From an optimization exercise on the open Yosys and OpenROAD flow, aimed at small area; shortcuts taken in it are not production practice.
Function was checked by simulation only, so behaviour that the tests miss may differ from the original.
No driver is modelled on the clock port, so clock power and skew are understated where the tree is cut down; a real chip needs a root buffer or a tree.
Power and IR drop assume default switching activity.

Setup of north:
==> flow/design.v <==
module KFSDRAM (
    input   logic               sdram_clock,
    input   logic               sdram_reset,
    input   logic   [24:0]      address,
    input   logic   [9:0]       access_num,
    input   logic   [15:0]      data_in,
    output  logic   [15:0]      data_out,
    input   logic               write_request,
    input   logic               read_request,
    output  logic               write_flag,
    output  logic               read_flag,
    output  logic               idle,
    output  logic   [12:0]      sdram_address,
    output  logic               sdram_cke,
    output  logic               sdram_cs,
    output  logic               sdram_ras,
    output  logic               sdram_cas,
    output  logic               sdram_we,
    output  logic   [1:0]       sdram_ba,
    input   logic   [15:0]      sdram_dq_in,
    output  logic   [15:0]      sdram_dq_out,
    output  logic               sdram_dq_io
);
    localparam logic [3:0] P_R    = 4'b0000;
    localparam logic [3:0] P_INIT = 4'b0001;
    localparam logic [3:0] P_SEQI = 4'b0010;
    localparam logic [3:0] P_IDLE = 4'b0011;
    localparam logic [9:0] LF_CLR  = 10'b0010111100;
    localparam logic [9:0] LF_INIT = 10'b0011010110;
    logic   [3:0]   ph;
    logic   [3:0]   ph_n;
    logic   [9:0]   k;
    logic   [9:0]   kp;
    logic   [9:0]   lf;
    logic   [15:0]  dq;
    logic   pR, pINIT, pSEQI, pIDLE, pSEQF, pSEQ, pCMD, pTAIL, tw;
    logic   tail_pre, tail_end, idl, req, ones9, due, last, cbr, act, wcmd, adv;
    logic   [9:0]   col;
    assign pR    = (ph == P_R);
    assign pINIT = (ph == P_INIT);
    assign pSEQI = (ph == P_SEQI);
    assign pIDLE = (ph == P_IDLE);
    assign pSEQF = ph[3] & ~ph[1] & ~ph[0];
    assign pSEQ  = ph[3] & ~ph[1] &  ph[0];
    assign pCMD  = ph[3] &  ph[1] & ~ph[0];
    assign pTAIL = ph[3] &  ph[1] &  ph[0];
    assign tw    = ph[2];
    assign tail_pre = pTAIL & (tw ? (k[1] & ~k[0]) : (k[2] & k[0]));
    assign tail_end = pTAIL & (tw ? (k[1] &  k[0]) : (k[2] & k[1]));
    assign idl  = pIDLE | tail_end;
    assign req  = write_request | read_request | due;
    assign ones9 = &lf[8:0];
    assign due  = lf[9] & ones9;
    logic   [10:0]  ic;
    assign ic[0] = ~pINIT | due;
    for (genvar i = 0; i < 10; i++) begin : g_inc
        assign kp[i]    = k[i] ^ ic[i];
        assign ic[i+1]  = k[i] & ic[i];
    end
    assign last = (kp == access_num);
    assign cbr  = (pSEQI & ((k[3:0] == 4'd2) | (k[3:0] == 4'd7)))
                | (pSEQF & k[0] & ~k[1]);
    assign act  = pSEQ & k[0] & ~k[1] & ~k[2];
    assign wcmd = pCMD & tw;
    always_comb begin
        ph_n = ph;
        adv  = 1'b0;
        if (pR) begin
            ph_n = P_INIT;
            adv  = 1'b1;
        end
        if (pINIT & due & k[3] & k[2] & k[0]) begin
            ph_n = P_SEQI;
            adv  = 1'b1;
        end
        if (pSEQI & k[3] & k[2]) begin
            ph_n = P_IDLE;
            adv  = 1'b1;
        end
        if (idl) begin
            ph_n = req ? {1'b1, write_request, 1'b0, write_request | read_request} : P_IDLE;
            adv  = 1'b1;
        end
        if (pSEQF & k[2]) begin
            ph_n = P_IDLE;
            adv  = 1'b1;
        end
        if (pSEQ & k[2] & k[1]) begin
            ph_n = {1'b1, tw, 2'b10};
            adv  = 1'b1;
        end
        if (pCMD & last) begin
            ph_n = {1'b1, tw, 2'b11};
            adv  = 1'b1;
        end
    end
    always_ff @(posedge sdram_clock, posedge sdram_reset) begin
        if (sdram_reset)
            ph <= P_R;
        else
            ph <= ph_n;
    end
    always_ff @(posedge sdram_clock) begin
        k <= adv ? 10'd0 : kp;
        if (pR)
            lf <= LF_INIT;
        else if (cbr | (pINIT & due))
            lf <= LF_CLR;
        else
            lf <= {lf[8:0], ~(lf[9] ^ lf[6]) | ones9};
        dq <= data_in;
    end
    always_ff @(posedge sdram_clock, posedge sdram_reset) begin
        if (sdram_reset)
            data_out <= 16'd0;
        else
            data_out <= sdram_dq_in;
    end
    logic   [10:0]  cy;
    assign cy[0] = 1'b0;
    for (genvar i = 0; i < 10; i++) begin : g_col
        assign col[i]   = address[i] ^ k[i] ^ cy[i];
        assign cy[i+1]  = (address[i] & k[i]) | (address[i] & cy[i]) | (k[i] & cy[i]);
    end
    always_comb begin
        sdram_address = 13'd0;
        if (act)
            sdram_address = address[22:10];
        else if (pCMD)
            sdram_address[9:0] = col;
        else if (pSEQI & (k[3] & k[2]))
            sdram_address[9:0] = 10'h030;
        if ((pSEQI & (k[3:1] == 3'd0)) | tail_pre | tail_end)
            sdram_address[10] = 1'b1;
    end
    assign sdram_ba     = (act | pCMD) ? address[24:23] : 2'd0;
    assign sdram_cke    = ~pR;
    assign sdram_cs     = pR;
    assign sdram_ras    = ~((pSEQI & ((k[3:0] == 4'd0) | (k[3] & k[2]))) | cbr | act | tail_pre);
    assign sdram_cas    = ~(cbr | (pSEQI & k[3] & k[2]) | pCMD);
    assign sdram_we     = ~((pSEQI & ((k[3:0] == 4'd0) | (k[3] & k[2]))) | wcmd | tail_pre);
    assign sdram_dq_io  = ~wcmd;
    assign sdram_dq_out = dq & {16{wcmd}};
    assign idle         = idl;
    assign write_flag   = tw & ((pSEQ & k[2] & k[1]) | (pCMD & ~last));
    assign read_flag    = ~tw & ((pCMD & (|k[9:2]))
                               | (pTAIL & ~k[2] & ((|access_num[9:2])
                                                  | (k[1] & access_num[1])
                                                  | ((k[1] | access_num[1]) & k[0] & access_num[0]))));
endmodule
clock: 10.0 ns
lec_check: 0
cap_margin: 0
core_margin: 2
core_utilization: 40
slew_margin: 0
standard.sh (not shown) runs the stock make flow with config.mk's settings and CLKGATE_MAP_FILE= SYNTH_SCRIPT=/design/flow/synth_recipe.tcl, a recipe that flattens the netlist after the stock synthesis.
==> flow/flow/run.sh <==
#!/bin/bash
# The standard layout (standard.sh, ORFS steps unchanged) with these changes:
#  - synthesis: the standard flow's synthesis script, but ABC maps with flow/abc.script (area);
#  - every I/O port still gets its own buffer, but the smallest buffer cell (buf_1);
#  - clock tree: flow/cts_hook.tcl (sourced by ORFS as PRE_CTS_TCL) builds a balanced
#    tree (port -> [one root buffer if more than 4 groups] -> one buffer, sized for slew,
#    per group of at most
#    CTS_GROUP nearby flip-flops) in place of TritonCTS.
# All tool output goes to flow_make.log here (ORFS keeps per-step logs under orfs/logs).
set -euo pipefail
W="$(pwd)"
orig=$(grep -o 'SYNTH_SCRIPT=[^ ]*' standard.sh | head -1 | cut -d= -f2)
export FLOW_SYNTH_SCRIPT="$orig"
export MY_ABC_SCRIPT="$W/flow/abc.script"
sed "s|SYNTH_SCRIPT=[^ ]*|SYNTH_SCRIPT=$W/flow/synth_wrap.tcl|" standard.sh > my_standard.sh
export BUFFER_PORTS_ARGS="-buffer_cell sky130_fd_sc_hd__buf_1"
export PRE_CTS_TCL="$W/flow/cts_hook.tcl"
export CTS_GROUP=14
bash my_standard.sh > flow_make.log 2>&1
Other scripts of this flow, unchanged in this note and not shown: flow/flow/abc.script, flow/flow/cts_hook.tcl, flow/flow/synth_wrap.tcl
Both conditions hold for north: the flow ran to the end and the final layout passed the timing, DRC and antenna checks.
For west, these inputs were changed with respect to north:
- putting GPL_TIMING_DRIVEN at 0 where nothing was set
- swapping 0 for 20 in SLEW_MARGIN
- swapping 0 for 20 in CAP_MARGIN
- west finished every stage and its layout cleared the timing, DRC and antenna checks.
- Delta (west minus north): global routing usage on met3 held; final area did not really move; met2 track demand over resource in global routing saw an increase.
- Re sequential cell count: no difference whatsoever between west and north.
- west reports a higher number of cells on the worst hold path than north does.
- ~same post-route worst setup slack in north and west
- On switching share of total power, west tracks north almost exactly.
- west ended with less reg-to-reg setup timing slack than north.
- Area growth from synthesis to final layout delta (west -> north): insignificant
No run of this note takes its clock network from TritonCTS; it comes from the design's own scripts or RTL.

-- port drivers added, routing unchanged --
Ports are ideal in the flow. The routed layouts listed here were re-timed in OpenROAD. Step 1 sets driving cells, clkbuf_16 on the clock port and buf_2 on the other inputs (assumed; they add their load-dependent delay and slew). Step 2 times the ports against the registers' clock, not the clock port: input delays grow and output delays shrink by t, the midpoint of the rising clock arrivals with the driver on. a / b / c = no drivers / after step 1 / after step 2; a / b = the first two.
| run | shift t [ns] | setup WS [ns] | worst register clock-pin slew, ns | pins driven straight from the clock port |
|---|---|---|---|---|
| north | 0.195 | 2.483 / 2.461 / 2.461 | 0.09 / 0.09 | 4 |
| west | 0.197 | 2.485 / 2.459 / 2.459 | 0.09 / 0.09 | 4 |
After both steps setup and hold are still met in every run listed. The setup slack of west, which loses most, moves by -0.026 ns with the drivers and by -0.026 ns with both steps.
